Source: an optimization exercise on an open RTL-to-GDS flow (aim: small area and a short achievable clock period). Production flows keep margins and buffers that such runs may drop.
Only simulation tests tie the RTL to the original design; equivalence was not proved.
Power is estimated from default activity; no workload was simulated.

## run A
==> flow/design.v (excerpt) <==
module trash_compactor_part1 (
    input clk,
    input rst,
    input [31:0] data_in,
    input op,
    input valid_in,
    output ready,
    output reg finished,
    output reg [63:0] result
);
    localparam NUM_ELEMENTS = 1000;
    localparam FIN = 1016;
    assign ready = 1'b1;
    function [15:0] bcd_shift;
        input [15:0] x;
        begin
            if (x[11:0] == 12'd0)     bcd_shift = {12'd0, x[15:12]};
            else if (x[7:0] == 8'd0)  bcd_shift = {8'd0, x[15:8]};
            else if (x[3:0] == 4'd0)  bcd_shift = {4'd0, x[15:4]};
            else                      bcd_shift = x;
        end
    endfunction
    function [13:0] mul1000;
        input [3:0] d;
        begin
            mul1000[0] = 1'b0;
            mul1000[1] = 1'b0;
            mul1000[2] = 1'b0;
            mul1000[3] = (d == 4'd1) | (d == 4'd3) | (d == 4'd5) | (d == 4'd7) | (d == 4'd9) | (d == 4'd11) | (d == 4'd13) | (d == 4'd15);
            mul1000[4] = (d == 4'd2) | (d == 4'd3) | (d == 4'd6) | (d == 4'd7) | (d == 4'd10) | (d == 4'd11) | (d == 4'd14) | (d == 4'd15);
            mul1000[5] = (d == 4'd1) | (d == 4'd3) | (d == 4'd4) | (d == 4'd6) | (d == 4'd9) | (d == 4'd11) | (d == 4'd12) | (d == 4'd14);
            mul1000[6] = (d == 4'd1) | (d == 4'd2) | (d == 4'd6) | (d == 4'd7) | (d == 4'd8) | (d == 4'd11) | (d == 4'd12) | (d == 4'd13);
  ...
export LEC_CHECK = 0
export CAP_MARGIN = 20
export CORE_MARGIN = 2
export CORE_UTILIZATION = 40
export PLACE_DENSITY = 0.6
export SLEW_MARGIN = 20
create_clock -name core_clock -period 10.0 [get_ports {clk}]
standard.sh (not shown) runs the stock make flow with config.mk's settings and CLKGATE_MAP_FILE= SYNTH_SCRIPT=/design/flow/synth_recipe.tcl, a recipe that flattens the netlist after the stock synthesis.
==> flow/flow/run.sh <==
#!/bin/bash
# Layout: the standard flow with the standard synthesis; the later steps
# repair setup timing towards a slack of 6.6 ns (a shorter achieved period),
# the port buffers start as buf_2 (resized later where timing needs it), and
# the clock tree is built without dummy balancing loads.
set -euo pipefail
bash standard.sh synth > synth.log 2>&1
bash standard.sh SETUP_SLACK_MARGIN=6.6 "BUFFER_PORTS_ARGS=-buffer_cell sky130_fd_sc_hd__buf_2" \
  "CTS_ARGS=-sink_clustering_enable -repair_clock_nets -sink_clustering_size 24 -sink_clustering_max_diameter 100 -dont_use_dummy_load" \
  finish > layout.log 2>&1
## Diff of input files: run B against run A
==> flow/flow/run.sh <==
#!/bin/bash
# Layout: the standard flow with the standard synthesis; the later steps
# repair setup timing towards a slack of 6.7 ns (a shorter achieved period).
set -euo pipefail
bash standard.sh synth > synth.log 2>&1
bash standard.sh SETUP_SLACK_MARGIN=6.7 finish > layout.log 2>&1
## What came out
Re die outline height: no difference whatsoever between run B and run A.
Of the two values seen for most common cell after layout, fill and taps aside, sky130_fd_sc_hd__inv_1 was produced by run B and sky130_fd_sc_hd__dfxtp_1 by run A.
Lower relative area of non-clock buffer cells in the final design was reported by run A, not run B.
Cmp run B vs run A: first-iteration DRC count lower in run B
Of run A and run B, run B shows the higher overall global routing resource usage, with run A below it.
Against run A, run B reports a detailed route wirelength on metal3 that is higher.
Min setup slack across run A and run B: run A
Re buffer depth of the longest clock path: no difference whatsoever between run A and run B.
Core utilization was lower in run A than in run B.
The following lists how run C was set up differently from run B:
- swapping 40 for 50 in CORE_UTILIZATION
==> flow/flow/run.sh <==
#!/bin/bash
# Layout: the standard flow with the standard synthesis; the later steps
# repair setup timing towards a slack of 6.7 ns (a shorter achieved period),
# the port buffers start as buf_2 (resized later where timing needs it), and
# the clock tree is built without dummy balancing loads.
set -euo pipefail
bash standard.sh synth > synth.log 2>&1
bash standard.sh SETUP_SLACK_MARGIN=6.7 "BUFFER_PORTS_ARGS=-buffer_cell sky130_fd_sc_hd__buf_2" \
  "CTS_ARGS=-sink_clustering_enable -repair_clock_nets -sink_clustering_size 24 -sink_clustering_max_diameter 100 -dont_use_dummy_load" \
  finish > layout.log 2>&1
==> notes.md <==
Of run B and run C, the run reporting the higher first-iteration DRC count was run C. Run C vs. run B: fraction of power consumed by the clock network went down by 7.9 points. Going from run B to run C, worst clock skew on the final layout now sits higher, final design utilization now sits higher. Clock tree cell share of total cell area, run B and run C, higher one = run B.
diff inputs: run C => run D
- putting CTS_CLUSTER_SIZE at 24 where nothing was set
- putting CTS_CLUSTER_DIAMETER at 100 where nothing was set
- swapping 50 for 40 in CORE_UTILIZATION
==> flow/flow/run.sh <==
#!/bin/bash
# Layout: the standard flow with the standard synthesis; the later steps
# repair setup timing towards a slack of 6.5 ns (a shorter achieved period),
# and the port buffers start as buf_2 (resized later where timing needs it).
set -euo pipefail
bash standard.sh synth > synth.log 2>&1
bash standard.sh SETUP_SLACK_MARGIN=6.5 "BUFFER_PORTS_ARGS=-buffer_cell sky130_fd_sc_hd__buf_2" finish > layout.log 2>&1
### Flow results
- Taking run C as the reference point, the average wire per cell in the routed design of run D falls by 14%.
- Across both runs, utilization after layout was lower for run D than for run C.
- Setup slack in run D is smaller than in run C.
- The final reports for run D and run C show sequential cell area lower in the former.
- In run D the non-clock buffer share of cell area turned out 3.2 points lower than in run C.
- Looking only at final cell count, and setting everything else aside, the higher value of run D and run C goes to run D.
- Compared with run C, in run D post-route fraction of the period consumed by the critical path climbed 0.92 points; achievable clock frequency dropped 0.0081 GHz.
The inputs of run E differ from those of run D as listed below.
- PLACE_DENSITY: 0.6 -> 0.7
- CORE_UTILIZATION: 40 -> 55
==> flow/flow/run.sh <==
#!/bin/bash
# Layout: the standard flow with the standard synthesis; the later steps
# repair setup timing towards a slack of 7.0 ns (a shorter achieved period),
# and the port buffers start as buf_2 (resized later where timing needs it).
set -euo pipefail
bash standard.sh synth > synth.log 2>&1
bash standard.sh SETUP_SLACK_MARGIN=7.0 "BUFFER_PORTS_ARGS=-buffer_cell sky130_fd_sc_hd__buf_2" finish > layout.log 2>&1
Results
- Taking run D as the reference, in run E fraction of layout cells with a size suffix above 1 up 19 points; multi-input logic area climbed 8.1%; power higher.
- On clock period minus final worst setup slack: run E sits below run D.
- Diff run D and run E: area growth from synthesis to final layout higher in run E
#### Input delta (run F over run E)
- CORE_UTILIZATION now 40, was 55
- PLACE_DENSITY now 0.6, was 0.7
==> flow/flow/run.sh <==
#!/bin/bash
# Layout: the standard flow with the standard synthesis; the later steps
# repair setup timing towards a slack of 6.7 ns (a shorter achieved period),
# and the port buffers start as buf_2 (resized later where timing needs it).
set -euo pipefail
bash standard.sh synth > synth.log 2>&1
bash standard.sh SETUP_SLACK_MARGIN=6.7 "BUFFER_PORTS_ARGS=-buffer_cell sky130_fd_sc_hd__buf_2" finish > layout.log 2>&1
### Flow results
Run F reached the end of the flow, and the finished layout is clean on the timing, design-rule and antenna checks. Of the two candidates, run E has the worse clock period minus worst slack and run F the better one. Run F reports its uppermost signal routing layer after detailed routing as met4 while run E reports met5. The clock power in run F is 0.875 times that in run E. Summary of run F over run E: top fanout value on the critical path up 1; wire length down 19%; number of buffers and inverters on the critical path down 2.

port drivers added, routing unchanged:
Ports are ideal in the flow. The routed layouts listed here were re-timed in OpenROAD. Step 1: set_driving_cell puts a clkbuf_16 on clk and a buf_2 on each other input, an assumption about the parent block. Step 2 adds t to the input delays and takes it off the output delays; t is the mean of the earliest and latest rising clock arrival at the registers after step 1. Input paths then give back, and output paths get back, about the clock's delay inside the block. Slacks: ideal ports / drivers / drivers and shift; pairs: ideal ports / drivers.
| run | t, ns | setup slack, ns | worst setup path at the end | worst data-port slew with drivers (ns) |
|---|---|---|---|---|
| run A | 0.617 | 6.676 / 6.676 / 6.154 | input to register | 0.04 |
| run B | 0.639 | 6.753 / 6.689 / 6.217 | input to register | 0.04 |
| run C | 0.615 | 6.687 / 6.687 / 6.293 | input to register | 0.03 |
| run D | 0.645 | 6.595 / 6.595 / 6.142 | input to register | 0.04 |
| run E | 0.650 | 6.655 / 6.655 / 6.512 | input to register | 0.04 |
| run F | 0.647 | 6.750 / 6.750 / 6.285 | input to register | 0.04 |
After both steps every run listed still meets setup and hold. The setup slack of run B, which loses most, moves by -0.064 ns with the drivers and by -0.536 ns with both steps.
